What follows belongs to an exercise in optimizing a design on an open flow for small area and a short achievable clock period; a production flow would make more cautious choices. RTL that was checked went through simulation tests only; none was proved equivalent to the original. For run 1, only the layout was checked, not whether the RTL still works. Power is estimated from default activity; no workload was simulated.

File: flow/config.mk
export PLATFORM = sky130hd
export DESIGN_NAME = M216A_TopModule
export DESIGN_NICKNAME = M216A_TopModule
export VERILOG_FILES = /design/flow/design.v
export SDC_FILE = /design/flow/constraint.sdc
export NUM_CORES = 4
export LEC_CHECK = 0
export CAP_MARGIN = 20
export CORE_MARGIN = 2
export CORE_UTILIZATION = 40
export CTS_BUF_LIST = sky130_fd_sc_hd__clkbuf_4 sky130_fd_sc_hd__clkbuf_8
export GPL_TIMING_DRIVEN = 0
export SETUP_SLACK_MARGIN = 2.2
export SLEW_MARGIN = 20
export TNS_END_PERCENT = 5
File: flow/constraint.sdc
create_clock -name core_clock -period 4.0 [get_ports {clk_i}]
set_input_delay 0.8000 -clock core_clock [delete_from_list [all_inputs] [get_ports {clk_i}]]
set_output_delay 0.8000 -clock core_clock [all_outputs]
set_load 0.01 [all_outputs]
File: flow/design.v
module M216A_TopModule(
    input  wire       clk_i,
    input  wire       rst_i,
    input  wire [4:0] width_i,
    input  wire [4:0] height_i,
    output wire [7:0] index_x_o,
    output wire [7:0] index_y_o,
    output wire [3:0] strike_o
);
    wire [4:0] h = height_i;
    reg s10, s4, s3, s9, s13, s8, s78, s5, s6, s7, valid;
    reg ab0, ab1, ab2;    
    always @(posedge clk_i) begin
        valid <= |h[4:2];
        ab0 <= h == 5'd5 || h == 5'd10;
        ab1 <= h == 5'd6 || h == 5'd11 || h == 5'd12;
        ab2 <= h == 5'd4 || h == 5'd9 || h == 5'd12;
        s10 <= h == 5'd4;
        s4  <= h == 5'd6 || h == 5'd7;
        s3  <= h == 5'd8 || h == 5'd9;
        s9  <= h == 5'd11 || h == 5'd12;
        s13 <= h >= 5'd13;
        s8  <= h == 5'd4 || h == 5'd5;
        s78 <= h == 5'd7 || h == 5'd8;
        s5  <= h == 5'd9 || h == 5'd10;
        s6  <= h == 5'd5 || h == 5'd6;
        s7  <= h == 5'd10 || h == 5'd11;
    end
    wire [4:0] w = width_i;
    reg       started;
    reg [1:0] p;
    always @(posedge clk_i) begin
        if (rst_i) begin
            started <= 1'b0;
            p <= 2'd0;
        end else begin
            if (valid) started <= 1'b1;
            if (valid | started) p <= p + 2'd1;
        end
    end
    wire clr = ~started;
    reg  [52:1] RH, RT;
    wire [3:0] T1  = RT[4:1],   T2  = RT[8:5],   T3  = RT[12:9],  T4  = RT[16:13];
    wire [3:0] T5  = RT[20:17], T6  = RT[24:21], T7  = RT[28:25], T8  = RT[32:29];
    wire [3:0] T9  = RT[36:33], T10 = RT[40:37], T11 = RT[44:41], T12 = RT[48:45];
    wire [3:0] T13 = RT[52:49];
    wire [3:0] A0 = {4{s10}} & T10 | {4{s4}} & T4 | {4{s3}} & T3 | {4{s9}} & T9
                  | {4{s13}} & T13 | {4{ab0}};
    wire [3:0] A1 = {4{s8}} & T8 | {4{s78}} & T1 | {4{s5}} & T5 | {4{s13}} & T12
                  | {4{ab1}};
    wire [3:0] A2 = {4{s6}} & T6 | {4{s78}} & T2 | {4{s7}} & T7 | {4{s13}} & T11
                  | {4{ab2}};
    wire p01 = ~(s78 & s3);
    wire p02 = ~(s78 & s3 | s4 & s6 | s9 & s7);
    function cmp4;
        input [3:0] a, b;
        input c;
        integer i;
        reg r;
        begin
            r = c;
            for (i = 0; i < 4; i = i + 1)
                r = (~a[i] & b[i]) | (~a[i] & r) | (b[i] & r);
            cmp4 = r;
        end
    endfunction
    wire [3:0] klo = 4'd0 - w[3:0];
    wire [3:0] kn  = p[0] ? 4'd7 : klo;
    reg le01, le02, le12, f0, f1, f2;
    always @(posedge clk_i) begin
        le01 <= cmp4(A0, A1, p[0] ? le01 : p01);
        le02 <= cmp4(A0, A2, p[0] ? le02 : p02);
        le12 <= cmp4(A1, A2, ~p[0] | le12);
        f0   <= cmp4(A0, kn, ~p[0] | f0);
        f1   <= cmp4(A1, kn, ~p[0] | f1);
        f2   <= cmp4(A2, kn, ~p[0] | f2);
    end
    wire win0 = le01 & le02;
    wire win1 = ~le01 & le12;
    wire win2 = ~win0 & ~win1;
    wire fit = win0 & f0 | win1 & f1 | win2 & f2;
    reg wr0, wr1, wr2;
    always @(posedge clk_i) begin
        wr0 <= win0;
        wr1 <= win1;
        wr2 <= win2;
    end
    wire sel0 = p[0] ? wr0 : win0;    
    wire sel1 = p[0] ? wr1 : win1;
    wire sel2 = p[0] ? wr2 : win2;
    wire [3:0] Tsel = {4{sel0}} & A0 | {4{sel1}} & A1 | {4{sel2}} & A2;
    wire [3:0] cid = {4{win0 & s10}} & 4'd9 | {4{win0 & s4}} & 4'd3 | {4{win0 & s3}} & 4'd2
                   | {4{win0 & s9}} & 4'd8 | {4{win0 & s13}} & 4'd14
                   | {4{win1 & s8}} & 4'd7 | {4{win1 & s78}} & 4'd0 | {4{win1 & s5}} & 4'd4
                   | {4{win1 & s13}} & 4'd12
                   | {4{win2 & s6}} & 4'd5 | {4{win2 & s78}} & 4'd1 | {4{win2 & s7}} & 4'd6
                   | {4{win2 & s13}} & 4'd10;
    reg [4:0] wr;    
    reg [6:0] xq;
    reg inc;
    always @(posedge clk_i) begin
        wr <= width_i;
        if (p == 2'd2) xq[3:0] <= Tsel;
        if (p == 2'd3) xq[6:4] <= Tsel[2:0];
    end
    wire [4:0] lsum = xq[3:0] + wr[3:0];
    always @(posedge clk_i) inc <= lsum[4] | wr[4];
    wire [3:0] hsum = {1'b0, xq[6:4]} + {3'b0, inc};
    wire [3:0] sum = p[0] ? lsum[3:0] : hsum;    
    localparam NONE = 4'd15, STRIKE = 4'd13;
    reg [3:0] code;
    always @(posedge clk_i) begin
        if (rst_i)
            code <= NONE;
        else if (p == 2'd2)
            code <= ~valid ? NONE : (fit ? cid : STRIKE);
    end
    wire wph = p[0] ~^ p[1];    
    function [3:0] sc;    
        input integer s;
        sc = s <= 11 ? s - 1 : (s == 12 ? 4'd12 : 4'd14);
    endfunction
    wire [3:0] wdat = sum & {4{~clr}};
    reg  [13:1] wen;
    integer s;
    always @(*) begin
        for (s = 1; s <= 13; s = s + 1)
            wen[s] = clr | (wph & (code == sc(s)));
    end
    always @(posedge clk_i) begin
        for (s = 1; s <= 13; s = s + 1) begin
            RH[4*s -: 4] <= RT[4*s -: 4];
            RT[4*s -: 4] <= wen[s] ? wdat : RH[4*s -: 4];
        end
    end
    wire [6:0] ytab = {code, code == 4'd9, code == 4'd5 || code == 4'd7,
                       code == 4'd3 || code == 4'd7};
    reg ld, strike;
    always @(posedge clk_i) begin
        ld     <= ~rst_i & (p == 2'd1) & (code != NONE);
        strike <= code == STRIKE;
    end
    reg [6:0] xo, yo;
    reg       xy7;
    reg [3:0] so;
    always @(posedge clk_i) begin
        if (rst_i) begin
            xo  <= 7'd0;
            yo  <= 7'd0;
            xy7 <= 1'b0;
            so  <= 4'd0;
        end else if (ld) begin
            xo  <= strike ? 7'd0 : xq;
            yo  <= strike ? 7'd0 : ytab;
            xy7 <= strike;
            if (strike) so <= so + 4'd1;
        end
    end
    assign index_x_o = {xy7, xo};
    assign index_y_o = {xy7, yo};
    assign strike_o  = so;
endmodule
File: flow/flow/run.sh
#!/bin/bash
# Standard layout with two changes: the port buffers are buf_2 cells, and
# synthesis maps the logic with flow/abc.script instead of ORFS's
# abc_speed.script (same synthesis otherwise, so the registers are the
# standard synthesis's).  Each step's output goes to its own log here.
set -e
rm -rf scripts_abc
cp -r "$FLOW_HOME/scripts" scripts_abc
cp flow/abc.script scripts_abc/abc_speed.script
export BUFFER_PORTS_ARGS="-buffer_cell sky130_fd_sc_hd__buf_1"
bash standard.sh SCRIPTS_DIR="$PWD/scripts_abc" CTS_ARGS='-sink_clustering_enable -repair_clock_nets -dont_use_dummy_load -buf_list {sky130_fd_sc_hd__clkbuf_4 sky130_fd_sc_hd__clkbuf_8}' finish > standard.log 2>&1
File: flow/flow/abc.script
strash
&get -n
&fraig -x
&put
scorr
dc2
dretime
strash
&get -n
&dch -f
&nf
&put
File: flow/standard.sh
#!/bin/bash
# synth_recipe.tcl (not shown) runs the flow's synth.tcl, then flattens the netlist and writes it again
# the make line also repeats each setting of config.mk as NAME=value (left out here)
make -C /OpenROAD-flow-scripts/flow DESIGN_CONFIG=/design/flow/config.mk WORK_HOME=/design/flow/orfs CLKGATE_MAP_FILE= SYNTH_SCRIPT=/design/flow/synth_recipe.tcl "${@:-finish}"
==> results of run 1 <==
-- layout by cell type (no fill, tap or decap), types with 6 or more instances in the layout --
cell type,Yosys,routed
dfxtp_1,161,150
a22o_1,54,54
nand2_1,47,45
nor2_1,44,30
buf_1,0,28
a21oi_1,26,24
nor2b_1,23,22
buf_4,2,19
clkbuf_8,0,17
a22oi_1,13,13
o21ai_0,13,12
a222oi_1,12,12
clkinv_1,13,9
nor2_2,0,9
nand2b_1,8,8
ha_1,11,8
a221oi_1,7,7
o22ai_1,8,7
dfxtp_2,0,7
edfxtp_1,7,7
and3_1,6,6
-- cells by family (layout without fill, tap and decap cells) --
family,Yosys count,in the layout,share of synthesized area [%]
compound gates,155,155,20.8
xor+xnor,5,5,0.767
fa+ha+maj,17,17,3.64
buf+inv,15,83,1.12
flops,168,168,60.1
mux,4,4,0.767
simple gates,155,156,12.8
-- metal layers --
layer  share of wire, %  GRT usage, %  vias up
met5                  0             0        -
met4                2.2          7.39        0
met3                4.6          5.26       25
met2                 46          30.7      116
met1                 47          25.8     2071
li1                   -             -     2064
-- cell type report --
class	instances	area [sq um]	share of cell area [%]
flip-flops and latches	168	3460	51.3
multi-input cells	337	2420	35.9
repair buffers	51	315	4.68
clock buffers	17	234	3.47
well taps	180	225	3.34
inverters	13	72.6	1.08
plain buffers	2	15.0	0.223
-- flip-flops by register name, indices dropped and copies added (netlist names), 2 cells and up --
| register | count |
|---|---|
| RH | 52 |
| p | 2 |
| xq | 7 |
| xo | 7 |
| wr | 5 |
| so | 4 |
| RT | 52 |
| code | 4 |
| yo | 7 |
-- critical path: cells and delay by family (launching register included) --
kind / cells / cell delay (ns)
AO/OA/AOI/OAI: 2 / 0.89
flip-flops: 1 / 0.36
AND/OR/NAND/NOR: 1 / 0.21
buffers and inverters: 1 / 0.15
-- final timing paths --
check,depth (start not counted),startpoint,slack [ns],endpoint
worst max-delay path,4,s10,2.10,xq[0]
worst min-delay path,0,RT[10],0.35,RH[10]
worst max register to register,4,s10,2.10,xq[0]
worst min register to register,0,RT[10],0.35,RH[10]
-- report_power, final --
part	internal (mW)	switching (mW)	leakage, nW
Clock	0.375	0.510	0.122
Combinational	0.158	0.228	1.10
Sequential	1.74	0.0640	1.37
-- timing repair --
item	in CTS	in global routing
resized for setup	56	7
buffers inserted	19	1
pin swaps	15	2
setup endpoints to repair	68	84
cloned	1	0
endpoints found under the hold margin	0	0
==> results.yml, run 1 <==
status:
  status: "complete, no violations"
grt:
  groute.usage.overall_pct: 19.6
  antenna_found_initial: 0
  grt_overflow_total: 0
  grt_pass1_vias: 4117
  grt_max_degree: 28
  grt_pass1_wl_um: 22100
critical_path:
  cp.required_ns: 4.17
  slowest_stage: "a222oi_1"
  path_cells: "a222oi_1 > nand2_1 > a222oi_1 > clkinv_1"
  worst-path-max-fanout: 3
  path_class: "reg -> reg"
  crit_path_end_kind: "register"
  crit_path_max_incr_delay_ns: 0.48
  worstPathArrival_ns: 2.07
  startpoint_type: "register"
  crit_path_frequent_cell: "a222oi_1"
final_layout:
  diodes: 0
  area.growth.synth_to_final_pct: 18.1
  drive_above_1_share_pct: 16.0
  finish.utilization_pct: 48.4
  finalNonFillerCells: 768
  fin_area_sq_um: 6740
  fillers: 1257
  fin_nets: 614
synthesis:
  ys_ff_latch: 168
  synth_cell_types: 47
  synthArstFlopShare_pct: 0
  postSynthAreaPerCell_sq_um: 11.0
  synth_top_area_share_pct: 56.5
  yosysWarnings: 1
  synth_top_area_cell: "dfxtp_1"
  syn_area_sq_um: 5710
  netlist_top_cells_count: "dfxtp_1, a22o_1, nand2_1, nor2_1, a21oi_1"
  seq_area_frac_synth_pct: 60.1
  netlist_instances: 519
  yosys.cell_count.top_type: "dfxtp_1"
  synth_ff_type: "dfxtp_1"
  synthesis.nets: 543
  synth_edf_count: 7
  yosys-top-cells-area: "dfxtp_1, a22o_1, edfxtp_1"
clock_network:
  cts_buffers: 17
  clock_sink_count: 168
  cts_buffer_depth: 2
  cts_tree: "done"
  clk_latency_ns: 0.45
  holdBufCountCts: 0
  cts_root_buf: "clkbuf_8"
  cts.clk_slew.worst_paths_ns: 0.08
  cts_max_level: 4
routing:
  routed_wl_um: 14100
  wl_per_cell_um: 18.3
  ant_nets: 0
  firstDrtPassIters: 7
  vias_per_cell: 5.57
  first_iter_violations: 286
  vias: 4276
  drc: 0
timing:
  fin_crit_ns: 1.90
  timing.hold.ws_ns: 0.345
  fin_crit_sh_pct: 47.5
  fin_setup_tns_ns: 0
  grt_setup_unrepaired: "true"
  finalHoldViolCount: 0
  fmax_ghz: 0.526
  worst_slack_ns: 2.10
  fin_skew_ns: 0.0214
  slew_headroom_pct: 64.4
  slew_viol_final: 0
  worst_pin_slew_ns: 0.531
  finalSetupViolations: 0
pwr:
  p_per_area_nw_per_um2: 456
  leakagePower_nw: 2.60
  peakVddDrop_mv: 0.209
  total_power_mw: 3.08
floorplan:
  fp.dieW_um: 123
  die_h_um: 123
  ios: 32
  row_count: 43
  start_util_pct: 41.0
  dieArea_sq_um: 15200
  core_sq_um: 13900
placement:
  hpwlAfterDp_um: 9160
  dp.cells: 730
  post-place-ws_ns: 1.33
  port_buffers: 31
  placed_area_sq_um: 6120
  gp_congestion: 0.859
worst_hold_path:
  hp-class: "reg -> reg"
flow_run:
  max-cap-violations: 0
==> run 2, diff against run 1 <==
--- a/flow/design.v
+++ b/flow/design.v
@@ -10,9 +10,9 @@
     wire [4:0] h = height_i;
-    reg s10, s4, s3, s9, s13, s8, s78, s5, s6, s7, valid;
+    reg s10, s4, s3, s9, s13, s8, s78, s5, s6, s7;
     reg ab0, ab1, ab2;    
+    wire idle = ~|h[4:2];
     always @(posedge clk_i) begin
-        valid <= |h[4:2];
-        ab0 <= h == 5'd5 || h == 5'd10;
-        ab1 <= h == 5'd6 || h == 5'd11 || h == 5'd12;
-        ab2 <= h == 5'd4 || h == 5'd9 || h == 5'd12;
+        ab0 <= idle || h == 5'd5 || h == 5'd10;
+        ab1 <= idle || h == 5'd6 || h == 5'd11 || h == 5'd12;
+        ab2 <= idle || h == 5'd4 || h == 5'd9 || h == 5'd12;
         s10 <= h == 5'd4;
@@ -29,2 +29,3 @@
     wire [4:0] w = width_i;
+    wire valid = ~(ab0 & ab1 & ab2);
     reg       started;
@@ -137,7 +138,4 @@
                        code == 4'd3 || code == 4'd7};
-    reg ld, strike;
-    always @(posedge clk_i) begin
-        ld     <= ~rst_i & (p == 2'd1) & (code != NONE);
-        strike <= code == STRIKE;
-    end
+    wire ld = (p == 2'd2) & (code != NONE);
+    wire strike = code == STRIKE;
     reg [6:0] xo, yo;
==> run 2 against run 1 <==
Cell count grew 0.26%. Critical endpoint is now RT[51]. Global-route usage grew 0.58 points. Largest power group unchanged. Worst hold slack lost 0.00071 ns. Highest routed layer unchanged.
==> results.yml, run 2 <==
status:
  status: "complete, no violations"
timing:
  grt_setup_unrepaired: "true"
  worst_slack_ns: 2.11
  worst_pin_slew_ns: 0.531
  finalHoldViolCount: 0
  slew_viol_final: 0
  fin_crit_sh_pct: 47.4
  slew_headroom_pct: 64.5
  fin_setup_tns_ns: 0
  fin_crit_ns: 1.89
  fin_skew_ns: 0.0258
  fmax_ghz: 0.528
  finalSetupViolations: 0
synthesis:
  synth_edf_count: 7
  synthesis.nets: 542
  netlist_top_cells_count: "dfxtp_1, a22o_1, nand2_1, nor2_1, a21oi_1"
  yosys-top-cells-area: "dfxtp_1, a22o_1, edfxtp_1"
  syn_area_sq_um: 5650
  seq_area_frac_synth_pct: 59.7
  ys_ff_latch: 165
  synth_cell_types: 50
  postSynthAreaPerCell_sq_um: 10.9
  netlist_instances: 519
  synth_top_area_share_pct: 56.0
  yosysWarnings: 1
  synth_top_area_cell: "dfxtp_1"
  synthArstFlopShare_pct: 0
  yosys.cell_count.top_type: "dfxtp_1"
  synth_ff_type: "dfxtp_1"
grt:
  groute.usage.overall_pct: 20.2
  grt_pass1_vias: 4204
  grt_overflow_total: 0
  grt_pass1_wl_um: 22500
  antenna_found_initial: 0
  grt_max_degree: 26
floorplan:
  dieArea_sq_um: 15100
  fp.dieW_um: 123
  core_sq_um: 13800
  ios: 32
  die_h_um: 123
  row_count: 43
  start_util_pct: 40.9
critical_path:
  path_cells: "ha_4 > fa_2 > nand2_2 > nand2_2 > o22ai_4 > and2_4 > a22o_1"
  crit_path_frequent_cell: "nand2_2"
  path_class: "reg -> reg"
  startpoint_type: "register"
  worst-path-max-fanout: 7
  worstPathArrival_ns: 2.27
  crit_path_max_incr_delay_ns: 0.44
  crit_path_end_kind: "register"
  slowest_stage: "edfxtp_1"
  cp.required_ns: 4.37
placement:
  hpwlAfterDp_um: 9400
  port_buffers: 31
  post-place-ws_ns: 1.70
  gp_congestion: 0.877
routing:
  wl_met2_um: 6610
  route.top_layer_used: "met4"
  wl_met3_um: 742
  vias: 4397
  routed_wl_um: 14300
  firstDrtPassIters: 5
  ant_nets: 0
  first_iter_violations: 314
  drc: 0
  vias_per_cell: 5.71
  wl_met1_um: 6570
  wl_per_cell_um: 18.6
clock_network:
  cts.clk_slew.worst_paths_ns: 0.09
  cts_root_buf: "clkbuf_8"
  clk_latency_ns: 0.45
  cts_buffer_depth: 2
  cts_buffers: 17
  cts_tree: "done"
  cts_max_level: 4
  holdBufCountCts: 0
  clock_sink_count: 165
pwr:
  leakagePower_nw: 2.53
  p_switching_mw: 0.809
  peakVddDrop_mv: 0.204
  p_seq_share_pct: 58.3
  power.share.clock_pct: 28.6
  switching_share_pct: 26.4
  power.internal_mw: 2.25
  pwr-share-comb_pct: 13.2
  p_per_area_nw_per_um2: 455
final_layout:
  ff_latch_area_sq_um: 3380
  diodes: 0
  reg.largest.list: "RH (52), RT (52)"
  final_common_cell: "dfxtp_1"
  area.growth.synth_to_final_pct: 19.1
  multi_input_comb_area_sq_um: 2500
  fin_nets: 615
  fillers: 1269
  drive_above_1_share_pct: 16.1
  layout_common_cells: "dfxtp_1, a22o_1, nand2_1, a21oi_1, buf_1"
worst_hold_path:
  hp-class: "reg -> reg"
flow_run:
  max-cap-violations: 0
==> run 2: per-layer routing <==
metal  vias up  global-route usage [%]
li1       2108                       -
met1      2112                    26.6
met2       142                    30.5
met3        35                    4.93
met4         0                    10.6
met5         -                       0
==> run 2: logic make-up after synthesis <==
family	after synthesis	share of synthesized area [%]
compound gates	167	22.0
xor+xnor	4	0.620
fa+ha+maj	12	2.75
buf+inv	12	0.930
flops	165	59.7
mux	4	0.753
simple gates	155	13.2
==> run 2: what timing repair did <==
action                     CTS  global route
setup endpoints to repair   87            99
pin swaps                    9            16
resized for setup           35            27
cloned                       1             0
buffers inserted            11            11
==> run 2: critical path, delay by kind of cell (launching register included) <==
family	cells	cell delay, ns
fa+ha+maj	2	0.57
flops	1	0.44
simple gates	3	0.43
compound gates	2	0.39
==> run 2: through the flow <==
| stage | cell area, sq um | cells | hold slack [ns] | power (mW) | utilization [%] |
|---|---|---|---|---|---|
| 2_1_floorplan | 5710 | 519 | 0.330 | 2.03 | - |
| 3_3_place_gp | 6050 | 730 | 0.336 | 2.13 | 43.8 |
| 3_5_place_dp | 6060 | 730 | 0.338 | 2.14 | 43.8 |
| 4_1_cts | 6520 | 759 | 0.346 | 3.06 | 47.1 |
| 5_1_grt | 6730 | 770 | 0.351 | 3.20 | 48.6 |
| 6_report | 6730 | 770 | 0.345 | 3.06 | 48.6 |
==> run 2: power by group through the flow <==
stage | Clock [mW] | Combinational [mW] | Sequential, mW
after floorplan | 0 | 0.228 | 1.80
after global placement | 0 | 0.313 | 1.82
after detailed placement | 0 | 0.323 | 1.82
after CTS | 0.906 | 0.372 | 1.78
after global routing | 0.968 | 0.439 | 1.79
final | 0.875 | 0.403 | 1.78
==> run 2: worst paths after layout <==
kind	depth (start not counted)	start	slack, ns	to
min reg2reg	0	RT[20]	0.34	RH[20]
max	7	xq[0]	2.11	RT[51]
max reg2reg	7	xq[0]	2.11	RT[51]
min	0	RT[20]	0.34	RH[20]
==> run 2: layout make-up <==
class                           instances  share of cell area [%]
Tap cell                              180                    3.35
Multi-Input combinational cell        343                    37.2
Timing Repair Buffer                   53                    4.76
Clock buffer                           17                    3.48
Inverter                               10                   0.688
Sequential cell                       165                    50.3
Buffer                                  2                   0.223
==> run 3, diff against run 2 <==
--- a/flow/flow/run.sh
+++ b/flow/flow/run.sh
@@ -1,6 +1,9 @@
 #!/bin/bash
-# Standard layout with two changes: the port buffers are buf_2 cells, and
-# synthesis maps the logic with flow/abc.script instead of ORFS's
-# abc_speed.script (same synthesis otherwise, so the registers are the
-# standard synthesis's).  Each step's output goes to its own log here.
+# The standard layout (standard.sh) with three changes:
+#  - synthesis maps the logic with flow/abc.script in place of ORFS's
+#    abc_speed.script; the synthesis is otherwise the standard one, so the
+#    registers are the standard synthesis's;
+#  - the port buffers are buf_1 cells;
+#  - clock tree synthesis inserts no dummy loads.
+# ORFS's logs stay under orfs/logs/; make's own output goes to standard.log.
 set -e
--- a/flow/config.mk
+++ b/flow/config.mk
@@ -12,3 +12,3 @@
 export GPL_TIMING_DRIVEN = 0
-export SETUP_SLACK_MARGIN = 2.2
+export SETUP_SLACK_MARGIN = 2.35
 export SLEW_MARGIN = 20
==> run 3 against run 2 <==
Critical path type unchanged. Non-clock buffer count up 2. Clock power about the same. First-iteration DRC count rose by 0.32%. Routed wire length is 0.16% higher. Count of clock-buffer cells in the layout stayed put. Register-to-register slack is essentially flat. Worst hold slack lost 0.0011 ns.
==> results.yml, run 3 <==
synthesis:
  synthSimpleGateAreaFrac_pct: 13.2
  postSynthAreaPerCell_sq_um: 10.9
  synthesis.nets: 542
  synthArstFlopShare_pct: 0
  synth_ff_type: "dfxtp_1"
  synth-xor-area-share_pct: 0.620
  synth_edf_count: 7
  synth_compound_area_share_pct: 22.0
  netlist_top_cells_count: "dfxtp_1, a22o_1, nand2_1, nor2_1, a21oi_1"
  synth_top_area_share_pct: 56.0
  ys_ff_latch: 165
  seq_area_frac_synth_pct: 59.7
  netlist_instances: 519
  synth_top_area_cell: "dfxtp_1"
  synth_cell_types: 50
  synthAdderAreaFrac_pct: 2.75
  muxShareOfSynthArea_pct: 0.753
  yosys-top-cells-area: "dfxtp_1, a22o_1, edfxtp_1"
  synth_top_family_by_area: "compound AO/OA/AOI/OAI gates"
  syn_area_sq_um: 5650
  yosysWarnings: 1
  yosys.cell_count.top_type: "dfxtp_1"
floorplan:
  core_sq_um: 13800
  start_util_pct: 40.9
  dieArea_sq_um: 15100
  ios: 32
  fp.dieW_um: 123
  row_count: 43
  die_h_um: 123
routing:
  vias: 4384
  firstDrtPassIters: 5
  vias_per_cell: 5.68
  wl_per_cell_um: 18.6
  routed_wl_um: 14400
  drc: 0
  first_iter_violations: 315
  ant_nets: 0
timing:
  fin_crit_sh_pct: 47.2
  fin_setup_tns_ns: 0
  fmax_ghz: 0.529
  slew_headroom_pct: 64.1
  grt_setup_unrepaired: "true"
  finalSetupViolations: 0
  worst_pin_slew_ns: 0.538
  finalHoldViolCount: 0
  fin_crit_ns: 1.89
  fin_skew_ns: 0.0267
  slew_viol_final: 0
placement:
  hpwlAfterDp_um: 9400
  placed_area_sq_um: 6060
  port_buffers: 31
  gp_congestion: 0.877
final_layout:
  diodes: 0
  fin_area_sq_um: 6780
  area.growth.synth_to_final_pct: 20.0
  layout_common_cells: "dfxtp_1, a22o_1, a21oi_1, nand2_1, buf_1"
  reg.largest.list: "RH (52), RT (52)"
  final_common_cell: "dfxtp_1"
  drive_above_1_share_pct: 17.1
  fin_nets: 617
critical_path:
  worstPathArrival_ns: 2.26
  cp.required_ns: 4.37
  startpoint_type: "register"
  startpoint: "xq[0]"
  worst-path-max-fanout: 7
  crit_path_end_kind: "register"
  path_class: "reg -> reg"
  ff2ff_path_depth: 7
  r2r_start: "xq[0]"
clock_network:
  cts_max_level: 4
  cts_tree: "done"
  cts_root_buf: "clkbuf_8"
  cts.clk_slew.worst_paths_ns: 0.09
  clock_sink_count: 165
  cts_buffers: 17
  cts_buffer_depth: 2
  holdBufCountCts: 0
  clk_latency_ns: 0.45
pwr:
  p_per_area_nw_per_um2: 453
  peakVddDrop_mv: 0.205
  leakagePower_nw: 2.56
  total_power_mw: 3.07
grt:
  grt_overflow_total: 0
  grt_pass1_vias: 4221
  grt_pass1_wl_um: 22600
  antenna_found_initial: 0
  groute.usage.overall_pct: 20.2
  grt_max_degree: 26
worst_hold_path:
  holdPathStages: 0
  hold_start: "RT[20]"
  hp-class: "reg -> reg"
status:
  status: "complete, no violations"
flow_run:
  max-cap-violations: 0
[run 3: cell counts after synthesis]
No cell type changed its count.
[run 3: final timing paths]
kind | end | slack (ns)
max | RT[51] | 2.11
min | RH[20] | 0.34
max reg2reg | RT[51] | 2.11
min reg2reg | RH[20] | 0.34
[run 3: cell type report]
| cell class | instances | area [sq um] |
|---|---|---|
| Sequential cell | 165 | 3390 |
| Fill cell | 1267 | 7050 |
| Buffer | 2 | 15.0 |
| Multi-Input combinational cell | 343 | 2530 |
| Clock buffer | 17 | 234 |
| Inverter | 10 | 48.8 |
| Tap cell | 180 | 225 |
| Timing Repair Buffer | 55 | 335 |
[run 3: kinds of logic after synthesis]
| group | Yosys count |
|---|---|
| flip-flops | 165 |
| AND/OR/NAND/NOR | 155 |
| adder cells (fa/ha/maj) | 12 |
| multiplexers | 4 |
| buffers and inverters | 12 |
| AO/OA/AOI/OAI | 167 |
| XOR/XNOR | 4 |
[run 3: per-layer routing]
metal  vias to the layer above  GRT usage [%]  share of wire (%)
met5                         -              0                  0
met4                         0           10.6                2.9
met3                        33           4.93                5.4
met2                       140           30.6                 46
met1                      2105           26.6                 46
li1                       2106              -                  -
[run 3: timing repair]
action                     4_1_cts  5_1_grt
pin swaps                       10       17
gates resized for setup         36       35
gates cloned                     1        0
setup endpoints to repair      106      108
setup buffers                   11       13
[run 3: critical path, stage by stage (launching register included)]
cell      delay (ns)
edfxtp_1        0.44
ha_4            0.20
fa_2            0.36
nand2_2         0.08
nand2_2         0.06
o22ai_4         0.23
and2_4          0.28
a22o_1          0.16
[run 3: power breakdown]
part | switching [mW] | internal [mW]
logic | 0.247 | 0.163
registers | 0.0666 | 1.72
clock network | 0.500 | 0.375
total | 0.814 | 2.26
[run 3: stage by stage]
stage	worst slack, ns	hold WS, ns	utilization [%]	std cells
2_1_floorplan	2.12	0.330	-	519
3_3_place_gp	1.31	0.336	43.8	730
3_5_place_dp	1.70	0.338	43.8	730
4_1_cts	2.10	0.346	47.2	759
5_1_grt	2.07	0.351	49.0	772
6_report	2.11	0.344	49.0	772
==> run 4, diff against run 3 <==
--- a/flow/config.mk
+++ b/flow/config.mk
@@ -12,4 +12,4 @@
 export GPL_TIMING_DRIVEN = 0
-export SETUP_SLACK_MARGIN = 2.35
+export SETUP_SLACK_MARGIN = 2.1
 export SLEW_MARGIN = 20
-export TNS_END_PERCENT = 5
+export TNS_END_PERCENT = 20
==> run 4 against run 3 <==
Highest routed layer unchanged. Critical path type unchanged. Still clean on timing, DRC and antenna. Global-route usage decreased by 0.56 points. Total power decreased by 1.2%. Cell count decreased by 1.6%.
==> results.yml, run 4 <==
timing:
  fmax_ghz: 0.523
  worst_pin_slew_ns: 0.528
  finalSetupViolations: 0
  finalHoldViolCount: 0
  slew_viol_final: 0
  fin_crit_sh_pct: 47.8
  fin_skew_ns: 0.0259
  grt_setup_unrepaired: "true"
  slew_headroom_pct: 64.6
  fin_crit_ns: 1.91
  timing.hold.ws_ns: 0.346
  fin_setup_tns_ns: 0
critical_path:
  crit_path_max_incr_delay_ns: 0.46
  worst-path-max-fanout: 8
  path_cells: "clkinv_4 > ha_4 > or3b_4 > nor3_4 > nor2b_1 > a22o_1"
  crit_path_end_kind: "register"
  slowest_stage: "or3b_4"
  cp.required_ns: 4.35
  r2r_start: "p[0]"
  worstPathArrival_ns: 2.26
  startpoint_type: "register"
  path_class: "reg -> reg"
  startpoint: "p[0]"
grt:
  grt_pass1_wl_um: 22000
  grt_max_degree: 26
  groute.usage.overall_pct: 19.6
  grt_pass1_vias: 3992
  antenna_found_initial: 0
  grt_overflow_total: 0
clock_network:
  cts_root_buf: "clkbuf_8"
  cts_tree: "done"
  cts.clk_slew.worst_paths_ns: 0.09
  cts_buffer_depth: 2
  clock_sink_count: 165
  cts_buffers: 17
  holdBufCountCts: 0
  cts_max_level: 4
  clk_latency_ns: 0.46
floorplan:
  dieArea_sq_um: 15100
  start_util_pct: 40.9
  fp.dieW_um: 123
  row_count: 43
  ios: 32
  core_sq_um: 13800
  die_h_um: 123
final_layout:
  reg.largest.list: "RH (52), RT (52)"
  area.growth.synth_to_final_pct: 16.4
  layout_common_cells: "dfxtp_1, a22o_1, nand2_1, a21oi_1"
  fin_nets: 605
  diodes: 0
  drive_above_1_share_pct: 12.9
  final_common_cell: "dfxtp_1"
worst_hold_path:
  hp-class: "reg -> reg"
  hold_start: "RT[25]"
synthesis:
  yosys.cell_count.top_type: "dfxtp_1"
  synthArstFlopShare_pct: 0
  yosysWarnings: 1
  synth_cell_types: 50
  netlist_instances: 519
  synthesis.nets: 542
  syn_area_sq_um: 5650
  ys_ff_latch: 165
  netlist_top_cells_count: "dfxtp_1, a22o_1, nand2_1, nor2_1, a21oi_1"
  synth_top_area_cell: "dfxtp_1"
  synth_edf_count: 7
  synth_top_area_share_pct: 56.0
  postSynthAreaPerCell_sq_um: 10.9
  yosys-top-cells-area: "dfxtp_1, a22o_1, edfxtp_1"
  synth_ff_type: "dfxtp_1"
  seq_area_frac_synth_pct: 59.7
placement:
  hpwlAfterDp_um: 9350
  gp_congestion: 0.862
  port_buffers: 31
routing:
  firstDrtPassIters: 8
  ant_nets: 0
  vias: 4323
  vias_per_cell: 5.69
  wl_per_cell_um: 18.2
  first_iter_violations: 384
  routed_wl_um: 13800
  drc: 0
pwr:
  peakVddDrop_mv: 0.202
  leakagePower_nw: 2.47
  p_per_area_nw_per_um2: 461
flow_run:
  max-cap-violations: 0
status:
  status: "complete, no violations"
-- run 4: critical path: cells and delay by family (launching register included) --
family | cells | cell delay, ns
fa+ha+maj | 1 | 0.30
simple gates | 3 | 0.79
buf+inv | 1 | 0.10
flops | 1 | 0.37
compound gates | 1 | 0.25
-- run 4: final timing paths --
check | cells past startpoint | slack (ns) | end
max reg2reg | 6 | 2.09 | RT[4]
max | 6 | 2.09 | RT[4]
min reg2reg | 0 | 0.35 | RH[25]
min | 0 | 0.35 | RH[25]
-- run 4: kinds of logic (layout without fill, tap and decap cells) --
| group | Yosys count | after routing | synth area share (%) |
|---|---|---|---|
| simple gates | 155 | 155 | 13.2 |
| xor+xnor | 4 | 4 | 0.620 |
| buf+inv | 12 | 73 | 0.930 |
| flops | 165 | 165 | 59.7 |
| compound gates | 167 | 167 | 22.0 |
| fa+ha+maj | 12 | 12 | 2.75 |
| mux | 4 | 4 | 0.753 |
-- run 4: routing by layer --
metal	GRT usage, %	wire length, um
met3	4.55	779
met5	0	0
met2	29.7	6350
met1	27.4	6460
met4	7.11	256
-- run 4: layout make-up --
class | instances | area (sq um)
Buffer | 2 | 15.0
Clock buffer | 17 | 234
Fill cell | 1261 | 7250
Inverter | 10 | 43.8
Multi-Input combinational cell | 342 | 2420
Sequential cell | 165 | 3390
Tap cell | 180 | 225
Timing Repair Buffer | 44 | 244
-- run 4: power breakdown --
group / switching, mW / total, mW / internal (mW)
combinational: 0.232 / 0.378 / 0.146
clock: 0.500 / 0.875 / 0.375
sequential: 0.0632 / 1.78 / 1.72
-- run 4: timing repair --
item | in CTS | in global routing
gates resized for setup | 27 | 23
endpoints found under the hold margin | 0 | 0
endpoints found under the setup margin | 83 | 83
setup buffers | 6 | 6
pin swaps | 5 | 8
-- run 4: stage by stage --
stage          setup slack (ns)  utilization (%)  power [mW]  instance area (sq um)  std cells
2_1_floorplan              2.09                -        2.02                   5690        519
3_3_place_gp               1.25             43.6        2.13                   6030        730
3_5_place_dp               1.45             43.8        2.14                   6050        731
4_1_cts                    2.05             46.6        3.03                   6450        754
5_1_grt                    1.97             47.6        3.17                   6580        760
6_report                   2.09             47.6        3.03                   6580        760
==> run 5, diff against run 4 <==
--- a/flow/flow/run.sh
+++ b/flow/flow/run.sh
@@ -13,2 +13,2 @@
 export BUFFER_PORTS_ARGS="-buffer_cell sky130_fd_sc_hd__buf_1"
-bash standard.sh SCRIPTS_DIR="$PWD/scripts_abc" CTS_ARGS='-sink_clustering_enable -repair_clock_nets -dont_use_dummy_load -buf_list {sky130_fd_sc_hd__clkbuf_4 sky130_fd_sc_hd__clkbuf_8}' finish > standard.log 2>&1
+bash standard.sh SCRIPTS_DIR="$PWD/scripts_abc" CTS_ARGS='-repair_clock_nets -dont_use_dummy_load -buf_list {sky130_fd_sc_hd__clkbuf_16} -sink_clustering_enable -sink_clustering_size 40 -sink_clustering_max_diameter 300' finish > standard.log 2>&1
==> run 5 against run 4 <==
Combinational power fell by 2%. Worst hold slack barely moved. Clock skew fell by 0.0056 ns. Total power rose by 13%. Largest power group unchanged. Highest routed layer unchanged.
==> results.yml, run 5 <==
pwr:
  pwr-share-comb_pct: 10.8
  p_per_area_nw_per_um2: 511
  power.internal_mw: 2.60
  switching_share_pct: 24.6
  peakVddDrop_mv: 0.322
  p_seq_share_pct: 51.8
  p_switching_mw: 0.845
  leakagePower_nw: 2.53
  power.share.clock_pct: 37.4
final_layout:
  fin_area_sq_um: 6740
  fin_nets: 607
  finalNonFillerCells: 762
  drive_above_1_share_pct: 11.7
  layout_common_cells: "dfxtp_1, a22o_1, nand2_1, a21oi_1"
  area.growth.synth_to_final_pct: 19.2
  reg.largest.list: "RH (52), RT (52)"
  fillers: 1258
  final_common_cell: "dfxtp_1"
  diodes: 0
clock_network:
  holdBufCountCts: 0
  cts.clk_slew.worst_paths_ns: 0.06
  cts_buffers: 17
  cts_tree: "done"
  cts_buffer_depth: 2
  cts_max_level: 4
  cts_root_buf: "clkbuf_16"
  clk_latency_ns: 0.43
  clock_sink_count: 165
worst_hold_path:
  hold_end: "RH[25]"
  holdPathStages: 0
  hp-class: "reg -> reg"
  hold_start: "RT[25]"
critical_path:
  r2r_slack_ns: 2.08
  cp.required_ns: 4.36
  path_class: "reg -> reg"
  startpoint_type: "register"
  crit_path_end_kind: "register"
  worstPathArrival_ns: 2.28
  ff2ff_path_depth: 7
  r2r-end: "RT[47]"
  r2r_start: "xq[0]"
  worst-path-max-fanout: 13
timing:
  slew_viol_final: 0
  fin_setup_tns_ns: 0
  fin_crit_ns: 1.92
  fmax_ghz: 0.520
  fin_skew_ns: 0.0203
  finalSetupViolations: 0
  fin_crit_sh_pct: 48.1
  slew_headroom_pct: 57.7
  grt_setup_unrepaired: "true"
  finalHoldViolCount: 0
  worst_pin_slew_ns: 0.633
routing:
  drc: 0
  routed_wl_um: 13900
  wl_per_cell_um: 18.2
  ant_nets: 0
  firstDrtPassIters: 5
  first_iter_violations: 335
  vias: 4334
  vias_per_cell: 5.69
grt:
  antenna_found_initial: 0
  grt_overflow_total: 0
  groute.usage.overall_pct: 19.9
  grt_pass1_wl_um: 22200
  grt_max_degree: 26
  grt_pass1_vias: 4018
synthesis:
  yosys.cell_count.top_type: "dfxtp_1"
  synth_top_area_cell: "dfxtp_1"
  yosysWarnings: 1
  syn_area_sq_um: 5650
  synth_ff_type: "dfxtp_1"
  synth_edf_count: 7
  yosys-top-cells-area: "dfxtp_1, a22o_1, edfxtp_1"
  synth_top_area_share_pct: 56.0
  ys_ff_latch: 165
  postSynthAreaPerCell_sq_um: 10.9
  synth_cell_types: 50
  synthArstFlopShare_pct: 0
  netlist_instances: 519
  synthesis.nets: 542
  netlist_top_cells_count: "dfxtp_1, a22o_1, nand2_1, nor2_1, a21oi_1"
  seq_area_frac_synth_pct: 59.7
status:
  status: "complete, no violations"
floorplan:
  fp.dieW_um: 123
  row_count: 43
  start_util_pct: 40.9
  core_sq_um: 13800
  die_h_um: 123
  dieArea_sq_um: 15100
  ios: 32
placement:
  hpwlAfterDp_um: 9350
  port_buffers: 31
  gp_congestion: 0.862
  dp.cells: 731
  placed_area_sq_um: 6050
flow_run:
  max-cap-violations: 0
## run 5: cell counts after synthesis
Identical to the previous run, type by type.
## run 5: how the worst max path moves through the flow
| stage | from | to | slack, ns | cells after the start |
|---|---|---|---|---|
| after floorplan | p[0] | RT[4] | 2.09 | 6 |
| after global placement | xq[1] | RT[28] | 1.25 | 6 |
| after detailed placement | xq[0] | RT[31] | 1.45 | 7 |
| after CTS | xq[1] | RT[28] | 2.00 | 7 |
| after global routing | s10 | xq[2] | 1.94 | 4 |
| final | xq[0] | RT[47] | 2.08 | 7 |
## run 5: power by group through the flow
| stage | clock (mW) | combinational, mW | sequential (mW) |
|---|---|---|---|
| final | 1.29 | 0.372 | 1.78 |
| after global routing | 1.39 | 0.408 | 1.79 |
| after CTS | 1.32 | 0.357 | 1.78 |
| after detailed placement | 0 | 0.321 | 1.82 |
| after floorplan | 0 | 0.225 | 1.80 |
| after global placement | 0 | 0.309 | 1.82 |
## run 5: final cells by class
| type | count | area [sq um] | share of cell area, % |
|---|---|---|---|
| repair buffers | 46 | 246 | 3.66 |
| flip-flops and latches | 165 | 3380 | 50.2 |
| multi-input cells | 342 | 2400 | 35.6 |
| clock buffers | 17 | 425 | 6.32 |
| well taps | 180 | 225 | 3.34 |
| plain buffers | 2 | 15.0 | 0.223 |
| inverters | 10 | 43.8 | 0.650 |
## run 5: cells by family (layout without fill, tap and decap cells)
family / count (synthesis) / in the layout / share of synthesized area (%)
AO/OA/AOI/OAI: 167 / 167 / 22.0
XOR/XNOR: 4 / 4 / 0.620
adder cells (fa/ha/maj): 12 / 12 / 2.75
buffers and inverters: 12 / 75 / 0.930
flip-flops: 165 / 165 / 59.7
multiplexers: 4 / 4 / 0.753
AND/OR/NAND/NOR: 155 / 155 / 13.2
## run 5: stage by stage
step | hold WS, ns | total power, mW | util (%) | setup WS (ns)
after CTS | 0.349 | 3.46 | 48.0 | 2.00
after floorplan | 0.330 | 2.02 | - | 2.09
after global routing | 0.355 | 3.59 | 48.7 | 1.94
after detailed placement | 0.337 | 2.14 | 43.8 | 1.45
final | 0.346 | 3.44 | 48.7 | 2.08
after global placement | 0.335 | 2.13 | 43.6 | 1.25
## run 5: metal layers
| layer | vias up | track usage, % | share of wire, % |
|---|---|---|---|
| li1 | 2084 | - | - |
| met1 | 2114 | 27.5 | 48 |
| met2 | 114 | 29.5 | 45 |
| met3 | 22 | 5.11 | 4.9 |
| met4 | 0 | 8.26 | 2.0 |
| met5 | - | 0 | 0 |
## run 5: critical path, stage by stage (launching register included)
cell and delay, ns:
edfxtp_1 0.42, ha_1 0.24, fa_1 0.40, nand2_1 0.10
nand2_1 0.06, o22ai_1 0.15, and2_4 0.29, a22o_1 0.18
## run 5: timing repair
action / in CTS / in global routing
resized for setup: 28 / 9
buffers inserted: 6 / 8
pin swaps: 4 / 6
endpoints found under the setup margin: 82 / 79
==> run 6, diff against run 5 <==
--- a/flow/flow/run.sh
+++ b/flow/flow/run.sh
@@ -13,2 +13,2 @@
 export BUFFER_PORTS_ARGS="-buffer_cell sky130_fd_sc_hd__buf_1"
-bash standard.sh SCRIPTS_DIR="$PWD/scripts_abc" CTS_ARGS='-repair_clock_nets -dont_use_dummy_load -buf_list {sky130_fd_sc_hd__clkbuf_16} -sink_clustering_enable -sink_clustering_size 40 -sink_clustering_max_diameter 300' finish > standard.log 2>&1
+bash standard.sh SCRIPTS_DIR="$PWD/scripts_abc" CTS_ARGS='-repair_clock_nets -dont_use_dummy_load -buf_list {sky130_fd_sc_hd__clkbuf_8} -root_buf sky130_fd_sc_hd__clkbuf_16 -sink_clustering_enable -sink_clustering_levels 1 -sink_clustering_size 30' finish > standard.log 2>&1
==> run 6 against run 5 <==
Critical path depth down 1. Routed wire length down 0.71%. Clock skew is 0.0065 ns higher. Die area unchanged. Count of clock-buffer cells in the layout did not move. Area after synthesis is the same. Sequential cell count is the same. Fmax rose by 0.24%. Total power decreased by 11%. Critical endpoint is now RT[4]. Largest power group unchanged.
==> results.yml, run 6 <==
clock_network:
  cts_tree: "done"
  cts.clk_slew.worst_paths_ns: 0.09
  cts_buffer_depth: 2
  cts_max_level: 4
  clk_latency_ns: 0.38
  cts_root_buf: "clkbuf_16"
  clock_sink_count: 165
  cts_buffers: 17
  holdBufCountCts: 0
final_layout:
  drive_above_1_share_pct: 12.9
  final_common_cell: "dfxtp_1"
  reg.largest.list: "RH (52), RT (52)"
  fin_area_sq_um: 6590
  diodes: 0
  area.growth.synth_to_final_pct: 16.6
  fin_nets: 605
  layout_common_cells: "dfxtp_1, a22o_1, nand2_1, a21oi_1"
critical_path:
  critical_path_buf_inv_count: 1
  worstPathArrival_ns: 2.19
  crit_path_end_kind: "register"
  cp_top_family: "simple AND/OR/NAND/NOR gates"
  crit_path_max_incr_delay_ns: 0.46
  slowest_stage: "or3b_4"
  crit_cells: 6
  cp.required_ns: 4.27
  startpoint_type: "register"
  r2r_slack_ns: 2.08
  ff2ff_path_depth: 6
  worst-path-max-fanout: 8
  path_cells: "clkinv_4 > ha_4 > or3b_4 > nor3_4 > nor2b_1 > a22o_1"
  path_class: "reg -> reg"
synthesis:
  postSynthAreaPerCell_sq_um: 10.9
  synthesis.nets: 542
  yosysWarnings: 1
  syn_area_sq_um: 5650
  synthAdderAreaFrac_pct: 2.75
  muxShareOfSynthArea_pct: 0.753
  seq_area_frac_synth_pct: 59.7
  synth_top_area_cell: "dfxtp_1"
  ys_ff_latch: 165
  synth_top_area_share_pct: 56.0
  synth_edf_count: 7
  synthSimpleGateAreaFrac_pct: 13.2
  synth-xor-area-share_pct: 0.620
  synthArstFlopShare_pct: 0
  synth_compound_area_share_pct: 22.0
  synth_top_family_by_area: "compound AO/OA/AOI/OAI gates"
  synth_cell_types: 50
  netlist_top_cells_count: "dfxtp_1, a22o_1, nand2_1, nor2_1, a21oi_1"
  synth_ff_type: "dfxtp_1"
  yosys-top-cells-area: "dfxtp_1, a22o_1, edfxtp_1"
  netlist_instances: 519
  yosys.cell_count.top_type: "dfxtp_1"
floorplan:
  core_sq_um: 13800
  start_util_pct: 40.9
  ios: 32
  dieArea_sq_um: 15100
  fp.dieW_um: 123
  row_count: 43
  die_h_um: 123
pwr:
  p_per_area_nw_per_um2: 465
  leakagePower_nw: 2.48
  peakVddDrop_mv: 0.245
grt:
  gr-usage-met2_pct: 29.7
  grt_pass1_vias: 3976
  grt_pass1_wl_um: 22000
  use_met3_pct: 4.69
  groute.usage.overall_pct: 19.7
  grt_overflow_total: 0
  met1_usage_pct: 27.4
  grt_busiest_layer: "met2"
  antenna_found_initial: 0
  grt_max_degree: 26
timing:
  finalSetupViolations: 0
  fin_skew_ns: 0.0268
  fin_crit_ns: 1.92
  finalHoldViolCount: 0
  fmax_ghz: 0.521
  fin_crit_sh_pct: 48.0
  slew_headroom_pct: 64.8
  slew_viol_final: 0
  fin_setup_tns_ns: 0
  worst_pin_slew_ns: 0.525
  grt_setup_unrepaired: "true"
status:
  status: "complete, no violations"
routing:
  first_iter_violations: 379
  vias_per_cell: 5.65
  drc: 0
  ant_nets: 0
  firstDrtPassIters: 5
  wl_per_cell_um: 18.2
  vias: 4293
  routed_wl_um: 13800
placement:
  placed_area_sq_um: 6050
  port_buffers: 31
  hpwlAfterDp_um: 9350
  gp_congestion: 0.862
flow_run:
  max-cap-violations: 0
worst_hold_path:
  hp-class: "reg -> reg"
  holdPathStages: 0
-- run 6: cell counts after synthesis --
Identical to the previous run, type by type.
-- run 6: area by class of cell --
cell class	instances	area (sq um)
Tap cell	180	225
Multi-Input combinational cell	342	2420
Sequential cell	165	3390
Clock buffer	17	245
Inverter	10	43.8
Fill cell	1260	7240
Timing Repair Buffer	44	244
Buffer	2	15.0
-- run 6: worst reg2reg max path, delay by kind of cell, from the launching register on --
family                     cells  cell delay (ns)
DFF                            1             0.38
and+or+nand+nor                3             0.78
adders and majority gates      1             0.31
AOI/OAI and AO/OA              1             0.25
buffers and inverters          1             0.11
-- run 6: per-stage QoR --
stage	total power, mW	worst slack (ns)	hold WS (ns)	util, %	std cells
after global routing	3.20	1.97	0.352	47.6	760
after detailed placement	2.14	1.45	0.337	43.8	731
after global placement	2.13	1.25	0.335	43.6	730
after CTS	3.06	2.05	0.343	46.7	754
after floorplan	2.02	2.09	0.330	-	519
final	3.06	2.08	0.337	47.6	760
-- run 6: final timing paths --
path | startpoint | end
setup / recovery | p[0] | RT[4]
hold / removal | RT[25] | RH[25]
hold reg to reg | RT[25] | RH[25]
setup reg to reg | p[0] | RT[4]
-- run 6: routing by layer --
metal | wire length, um | vias up | share of wire, %
li1 | - | 2075 | -
met1 | 6420 | 2051 | 46
met2 | 6300 | 145 | 46
met3 | 805 | 22 | 5.8
met4 | 282 | 0 | 2.0
met5 | 0 | - | 0
-- run 6: cell families after synthesis --
group	after synthesis
AND/OR/NAND/NOR	155
flip-flops	165
XOR/XNOR	4
multiplexers	4
adder cells (fa/ha/maj)	12
buffers and inverters	12
AO/OA/AOI/OAI	167
-- run 6: where the power goes --
group	switching, mW	internal, mW	leakage (nW)
registers	0.0628	1.72	1.35
clock network	0.501	0.401	0.127
logic	0.232	0.146	1.00
total	0.796	2.27	2.48
-- run 6: timing repair --
action	CTS	global route
setup endpoints to repair	83	82
cloned	0	0
gates resized for setup	27	23
pin swaps	5	8
buffers inserted	6	6

-- port drivers added, routing unchanged --
How much do the figures lean on ideal ports? The routed layouts below were timed once more, with nothing changed but the port constraints. Step 1, drivers: a clkbuf_16 drives clk_i and a buf_2 each remaining input, both assumed. Step 2, shift: input delay + t, output delay - t, t = (earliest + latest rising clock arrival at the registers) / 2. This alone moves slack from input paths to output paths. Three values: ideal, step 1, step 2; two values: the first two.
| run | t, ns | setup slack, ns | latest minus earliest clock arrival (ns) | slew at the worst register clock pin (ns) | pins driven straight from the clock port |
|---|---|---|---|---|---|
| run 1 | 0.480 | 2.099 / 2.099 / 1.619 | 0.025 / 0.025 | 0.08 / 0.08 | 1 |
| run 2 | 0.472 | 2.105 / 2.105 / 1.797 | 0.026 / 0.026 | 0.09 / 0.09 | 1 |
| run 3 | 0.471 | 2.111 / 2.111 / 1.789 | 0.026 / 0.027 | 0.09 / 0.09 | 1 |
| run 4 | 0.486 | 2.088 / 2.088 / 1.760 | 0.025 / 0.026 | 0.09 / 0.09 | 1 |
| run 5 | 0.460 | 2.077 / 2.077 / 1.744 | 0.020 / 0.021 | 0.06 / 0.06 | 1 |
| run 6 | 0.414 | 2.082 / 2.082 / 1.781 | 0.026 / 0.027 | 0.09 / 0.09 | 1 |
After both steps setup and hold are still met in every run listed. The setup slack of run 1, which loses most, moves by 0.000 ns with the drivers and by -0.480 ns with both steps.
